This design comes from an exercise in tuning for a short achievable clock period and few clock cycles on the open sky130 flow, not from production work. Function was checked by simulation only, so behaviour that the tests miss may differ from the original.

rev 12:
==> flow/design.v (excerpt) <==
module Mips (
    input clock,
    input reset,
    output [9:0] imem_addr,
    input [31:0] imem_data,
    output [9:0] dmem_addr,
    output [31:0] dmem_wdata,
    output dmem_we,
    input [31:0] dmem_rdata
);
    localparam CSW = 252;    
    reg  [9:0]  pcO, pcI;
    wire [9:0]  pcF = pcI;
    reg         vD;
    reg  [31:0] irD;
    reg  [9:0]  pc1D;        
    reg         predD;       
    reg         kE;
    reg         wrE;         
    reg         lateE;       
    reg         lwE, swE, mulE, brE, jrE, ovchkE;
    reg         addiuE;      
    reg  [4:0]  destE;
    reg  [31:0] aE, bE;      
    reg  [11:0] immE;
    reg         sAM, sBM;    
    reg         mAM, mBM;
    reg         cAM, cBM;
    reg         shAM;
    reg         ovM;         
    reg         subE;
    reg  [7:0]  selE;        
    reg  [1:0]  bropE;
    reg         tgtOkE, fallOkE;
    reg  [9:0]  tgtE, pc1E;
    reg  [9:0]  jrPredE;     
    reg         weM, lwM, swM, mulM;
    reg  [4:0]  destM;
    reg  [31:0] resM;
    reg  [9:0]  addrM;
    reg  [31:0] wdataM;
    reg  [CSW-1:0] csM;
    reg         weW, mulW;
    reg  [4:0]  destW;
    reg  [31:0] resW;
    reg  [31:0] raW, rbW;
    reg  [31:0] rf [0:31];
    wire [5:0] opF = imem_data[31:26];
    wire [9:0] pc1F = pcF + 10'd1;
    wire jF  = (opF == 6'h02);
    wire brF = (opF[5:2] == 4'b0001);
    wire sameF = (imem_data[25:21] == imem_data[20:16]);
    wire backF = imem_data[15];
    reg  [15:0] bhtV, bhtT;
    wire [3:0] bhtIdxF = pcF[3:0];
    wire dynF = bhtV[bhtIdxF] ? bhtT[bhtIdxF] : backF;
    reg  guessF;
    always @(*) begin
        case (opF[1:0])
  ...
For scale: about 11,000 cells after synthesis, roughly 1,700 flip-flops, ~120 I/O pins, ~0.097 sq mm of cells after synthesis.
export LEC_CHECK = 0
export CAP_MARGIN = 20
export CORE_MARGIN = 2
export CORE_UTILIZATION = 50
export SLEW_MARGIN = 20
create_clock -name core_clock -period 12.0 [get_ports {clock}]
standard.sh (not shown) runs the stock make flow with config.mk's settings and CLKGATE_MAP_FILE= SYNTH_SCRIPT=/design/flow/synth_recipe.tcl, a recipe that flattens the netlist after the stock synthesis.
==> flow/flow/run.sh <==
#!/bin/bash
# The standard layout (standard.sh: the standard flow's synthesis and ORFS flow, unchanged)
# with two layout settings:
#  - timing repair aims for more setup slack than the clock period needs, so
#    that the layout runs faster than the period;
#  - ports are buffered with buf_4 (the default pick is a slow delay buffer).
# The make output goes to flow.log here; ORFS keeps each tool's own log under
# orfs/logs/.
set -euo pipefail
bash standard.sh SETUP_SLACK_MARGIN=8.5 "BUFFER_PORTS_ARGS=-buffer_cell sky130_fd_sc_hd__buf_4" finish > flow.log 2>&1
Testbench counts of rev 12, summed over its fixed seeds: cycles 67,036.
Edits applied to the flow inputs when going from rev 12 to rev 13:
--- a/flow/design.v
+++ b/flow/design.v
@@ -2655,47 +2655,16 @@
             2'b01: guessF = ~sameF;                  
             2'b10: guessF = sameF | dynF;            
             default: guessF = ~sameF & dynF;         
         endcase
     end
     wire predF = brF & guessF;
-    wire [9:0] kg0 = pc1F & imem_data[9:0];
-    wire [9:0] kp0 = pc1F ^ imem_data[9:0];
-    wire [9:0] kg1, kp1, kg2, kp2, kg3, kp3, kg4;
-    genvar gi;
-    generate
-        for (gi = 0; gi < 10; gi = gi + 1) begin : ks
-            if (gi >= 1) begin : l1
-                assign kg1[gi] = kg0[gi] | (kp0[gi] & kg0[gi-1]);
-                assign kp1[gi] = kp0[gi] & kp0[gi-1];
-            end else begin : l1n
-                assign kg1[gi] = kg0[gi];
-                assign kp1[gi] = kp0[gi];
-            end
-            if (gi >= 2) begin : l2
-                assign kg2[gi] = kg1[gi] | (kp1[gi] & kg1[gi-2]);
-                assign kp2[gi] = kp1[gi] & kp1[gi-2];
-            end else begin : l2n
-                assign kg2[gi] = kg1[gi];
-                assign kp2[gi] = kp1[gi];
-            end
-            if (gi >= 4) begin : l3
-                assign kg3[gi] = kg2[gi] | (kp2[gi] & kg2[gi-4]);
-                assign kp3[gi] = kp2[gi] & kp2[gi-4];
-            end else begin : l3n
-                assign kg3[gi] = kg2[gi];
-                assign kp3[gi] = kp2[gi];
-            end
-            if (gi >= 8) begin : l4
-                assign kg4[gi] = kg3[gi] | (kp3[gi] & kg3[gi-8]);
-            end else begin : l4n
-                assign kg4[gi] = kg3[gi];
-            end
-        end
-    endgenerate
-    wire [9:0] brTgtF = kp0 ^ {kg4[8:0], 1'b0};
+    wire [5:0] tLo  = {1'b0, pc1F[4:0]} + {1'b0, imem_data[4:0]};
+    wire [4:0] tHi0 = pc1F[9:5] + imem_data[9:5];
+    wire [4:0] tHi1 = pc1F[9:5] + imem_data[9:5] + 5'd1;
+    wire [9:0] brTgtF = {tLo[5] ? tHi1 : tHi0, tLo[4:0]};
     wire [5:0] op = irD[31:26];
     wire [5:0] fn = irD[5:0];
     wire [4:0] rs = irD[25:21];
     wire [4:0] rt = irD[20:16];
     wire [4:0] rd = irD[15:11];
     wire rtype  = (op == 6'h00);
## What came out
Final checks on rev 13, whose flow otherwise completed, came back failing, citing capacitance limit, slew limit. [compare] base=rev 12 new=rev 13: all-layer global routing usage now sits higher, time the worst path needs with I/O delays and setup went up by 0.37 ns, clock-buffer cell count went up by 2.3%, mean number of vias per cell climbed about 0.56%, data arrival at the endpoint of the critical path increased 0.37 ns. Between rev 12 and rev 13, depth of the critical timing path with buffers and inverters included increased. Run comparison: rev 13 critical path endpoint pcI[9]; rev 12 critical path endpoint pcO[6]. NOTE: number of diodes added for antenna fixing in rev 13 falls short of that of rev 12. A standard cell with the maximum stage delay on the critical path of fa_2 is what rev 12 shows, while fa_1 belongs to rev 13.
Testbench counts of rev 13, summed over its fixed seeds: cycles 67,036.

-- re-timing with driven ports --
No port has a modelled driver above. Below, the same layouts with a new extraction and two added sets of constraints. Step 1 assumes that a clkbuf_16 drives the clock port and a buf_2 every other input. Step 2 moves the port delays by t, midway between the first and last clock arrival at a register: inputs arrive t later, outputs are due t later. That takes back most of the time a late clock gives input paths. Three values: no drivers, after step 1, after step 2; two values: the first two.
| run | t, ns | setup slack, ns | hold slack, ns |
|---|---|---|---|
| rev 12 | 0.961 | 8.136 / 8.058 / 7.226 | 0.321 / 0.321 / 0.321 |
| rev 13 | 0.943 | 7.769 / 7.811 / 6.869 | 0.330 / 0.330 / 0.330 |
The setup slack of rev 12, which loses most, moves by -0.078 ns with the drivers and by -0.910 ns with both steps.
